Source: an optimization exercise on an open RTL-to-GDS flow (aim: small area, a short achievable clock period and few clock cycles per item). Production flows keep margins and buffers that such runs may drop.

## srt_4_div
module srt_4_div#(
parameter DW = 32)(
input 				clk,
input 				rst_n,
input				start,
input[DW-1:0]		dividend,
input[DW-1:0] 		divisor,
output[DW-1:0] 		quotient,
output[DW-1:0] 		reminder,
output				divfinish,
output				diverror
);
reg st_prep, st_iter, st_fin;
reg [DW-1:0] r_reg;      
reg [DW-1:0] d_reg;      
reg [DW-1:0] q_reg;      
reg [4:0]    cnt;        
reg [4:0]    lza_reg, lzd_reg;
reg          dz_reg;
wire [4:0]    lz_a, lz_d;
wire          early;
wire [4:0]    k;
wire [DW-1:0] d_shl;
pre_processing u1 (
	.dividend(dividend),
	.divisor(divisor),
	.lz_a(lz_a),
	.lz_d(lz_d),
	.early(early),
	.lza_reg(lza_reg),
	.lzd_reg(lzd_reg),
	.d(d_reg),
	.k(k),
	.d_shl(d_shl)
);
wire [DW-1:0] diff;
wire          q_bit;
sub_bk u4 (
	.a(r_reg),
	.b(d_reg),
	.diff(diff),
	.ge(q_bit)
);
wire last = (cnt == 5'd0);
wire idle = ~(st_prep | st_iter | st_fin);
always @(posedge clk, negedge rst_n)
begin
	if (!rst_n) begin
		st_prep <= 1'b0;
		st_iter <= 1'b0;
		st_fin  <= 1'b0;
	end else begin
		st_prep <= start & ~early;
		st_iter <= st_prep | (st_iter & ~last);
		st_fin  <= (start & early) | (st_iter & last);
	end
end
always @(posedge clk)
begin
	lza_reg <= lz_a;
	lzd_reg <= lz_d;
	if (idle) begin
		r_reg  <= dividend;
		d_reg  <= divisor;
		q_reg  <= {DW{1'b0}};
		dz_reg <= ~|divisor;
	end else if (st_prep) begin
		d_reg <= d_shl;
		cnt   <= k;
	end else if (st_iter) begin
		if (q_bit)
			r_reg <= diff;
		d_reg <= {1'b0, d_reg[DW-1:1]};
		q_reg <= {q_reg[DW-2:0], q_bit};
		cnt   <= cnt - 5'd1;
	end
end
assign quotient  = q_reg;
assign reminder  = r_reg;
assign divfinish = st_fin;
assign diverror  = dz_reg;
endmodule
Size: ~950 cells after synthesis, ~8500 µm² of cells after synthesis.
==> module srt_4_div, before the edit <==
module srt_4_div#(
parameter DW = 32)(
input 				clk,
input 				rst_n,
input				start,
input[DW-1:0]		dividend,
input[DW-1:0] 		divisor,
output[DW-1:0] 		quotient,
output[DW-1:0] 		reminder,
output				divfinish,
output				diverror
);
reg st_prep, st_iter, st_fin;
reg [DW-1:0] r_reg;      
reg [DW-1:0] d_reg;      
reg [DW-1:0] q_reg;      
reg [4:0]    cnt;        
reg [4:0]    lza_reg, lzd_reg;
reg          dz_reg;
wire [4:0]    lz_a, lz_d;
wire          early;
wire [4:0]    k;
wire [DW-1:0] d_shl;
pre_processing u1 (
	.dividend(dividend),
	.divisor(divisor),
	.lz_a(lz_a),
	.lz_d(lz_d),
	.early(early),
	.lza_reg(lza_reg),
	.lzd_reg(lzd_reg),
	.d(d_reg),
	.k(k),
	.d_shl(d_shl)
);
wire [DW-1:0] diff;
wire          q_bit;
sub_bk u4 (
	.a(r_reg),
	.b(d_reg),
	.diff(diff),
	.ge(q_bit)
);
wire last = (cnt == 5'd0);
wire idle = ~(st_prep | st_iter | st_fin);
always @(posedge clk, negedge rst_n)
begin
	if (!rst_n) begin
		st_prep <= 1'b0;
		st_iter <= 1'b0;
		st_fin  <= 1'b0;
	end else begin
		st_prep <= start & ~early;
		st_iter <= st_prep | (st_iter & ~last);
		st_fin  <= (start & early) | (st_iter & last);
	end
end
always @(posedge clk)
begin
	lza_reg <= lz_a;
	lzd_reg <= lz_d;
	if (idle) begin
		r_reg  <= dividend;
		d_reg  <= divisor;
		q_reg  <= {DW{1'b0}};
		dz_reg <= ~|divisor;
	end else if (st_prep) begin
		d_reg <= d_shl;
		cnt   <= k;
	end else if (st_iter) begin
		if (q_bit)
			r_reg <= diff;
		d_reg <= {1'b0, d_reg[DW-1:1]};
		q_reg <= {q_reg[DW-2:0], q_bit};
		cnt   <= cnt - 5'd1;
	end
end
assign quotient  = q_reg;
assign reminder  = r_reg;
assign divfinish = st_fin;
assign diverror  = dz_reg;
endmodule
Settings: LEC_CHECK=0, CAP_MARGIN=20, CORE_MARGIN=2, CORE_UTILIZATION=60, SLEW_MARGIN=20; clock period 10.0 ns.
standard.sh (not shown) runs the stock make flow with config.mk's settings and CLKGATE_MAP_FILE= SYNTH_SCRIPT=/design/flow/synth_recipe.tcl, a recipe that flattens the netlist after the stock synthesis.
==> flow/flow/run.sh <==
#!/bin/bash
# Standard ORFS layout (the standard.sh) with extra make variables, one
# per line in flow/args.txt: e.g. a setup repair margin aimed past the clock
# period, and the cell used for the port buffers.
set -euo pipefail
HERE=$(dirname "$0")
mapfile -t EXTRA < <(grep -v '^\s*$' "$HERE/args.txt")
bash standard.sh "${EXTRA[@]}" finish > make_finish.log 2>&1
==> flow/flow/args.txt <==
SETUP_SLACK_MARGIN=6.5
BUFFER_PORTS_ARGS=-buffer_cell sky130_fd_sc_hd__buf_1
The first run completed with no timing, DRC or antenna violations.
Rerun with:
--- a/flow/design.v
+++ b/flow/design.v
@@ -94,27 +94,24 @@
 	end
 end
 always @(posedge clk)
 begin
 	lza_reg <= lz_a;
 	lzd_reg <= lz_d;
-	if (idle) begin
-		r_reg  <= dividend;
-		d_reg  <= divisor;
-		q_reg  <= {DW{1'b0}};
+	if (idle | (st_iter & q_bit))
+		r_reg <= idle ? dividend : diff;
+	if (idle)
+		d_reg <= divisor;
+	else if (st_prep)
+		d_reg <= d_shl;
+	else
+		d_reg <= {1'b0, d_reg[DW-1:1]};
+	q_reg <= idle ? {DW{1'b0}} : {q_reg[DW-2:0], q_bit & st_iter};
+	cnt <= st_prep ? k : cnt - 5'd1;
+	if (idle)
 		dz_reg <= ~|divisor;
-	end else if (st_prep) begin
-		d_reg <= d_shl;
-		cnt   <= k;
-	end else if (st_iter) begin
-		if (q_bit)
-			r_reg <= diff;
-		d_reg <= {1'b0, d_reg[DW-1:1]};
-		q_reg <= {q_reg[DW-2:0], q_bit};
-		cnt   <= cnt - 5'd1;
-	end
 end
 assign quotient  = q_reg;
 assign reminder  = r_reg;
 assign divfinish = st_fin;
 assign diverror  = dz_reg;
 endmodule
Result: Setup slack loses 0.15 ns. Cell area goes down by 6.3%. Worst hold slack stays flat. Register-to-register slack loses 0.05 ns. Critical path depth goes up by 3. Core utilization goes up by 1.6 points. Clock-buffer cell count goes down by 4.
No functional check of the RTL was part of any run of this note.

re-timing with driven ports:
The results above use ideal ports. As a check the final layouts listed here were re-extracted and re-timed, cells and wires unchanged.
Step 1 assumes that a clkbuf_16 drives the clock port and a buf_2 every other input.
Step 2 times the ports against the registers' clock, not the clock port: input delays grow and output delays shrink by t, the midpoint of the rising clock arrivals with the driver on.
Three values: no drivers, after step 1, after step 2; two values: the first two.
run	t (ns)	setup WS [ns]	latest minus earliest clock arrival (ns)
the first run	0.461	6.545 / 6.553 / 6.105	0.010 / 0.010
the second run	0.467	6.392 / 6.413 / 5.946	0.007 / 0.008
After both steps every run listed still meets setup and hold. The setup slack of the second run, which loses most, moves by +0.021 ns with the drivers and by -0.446 ns with both steps.
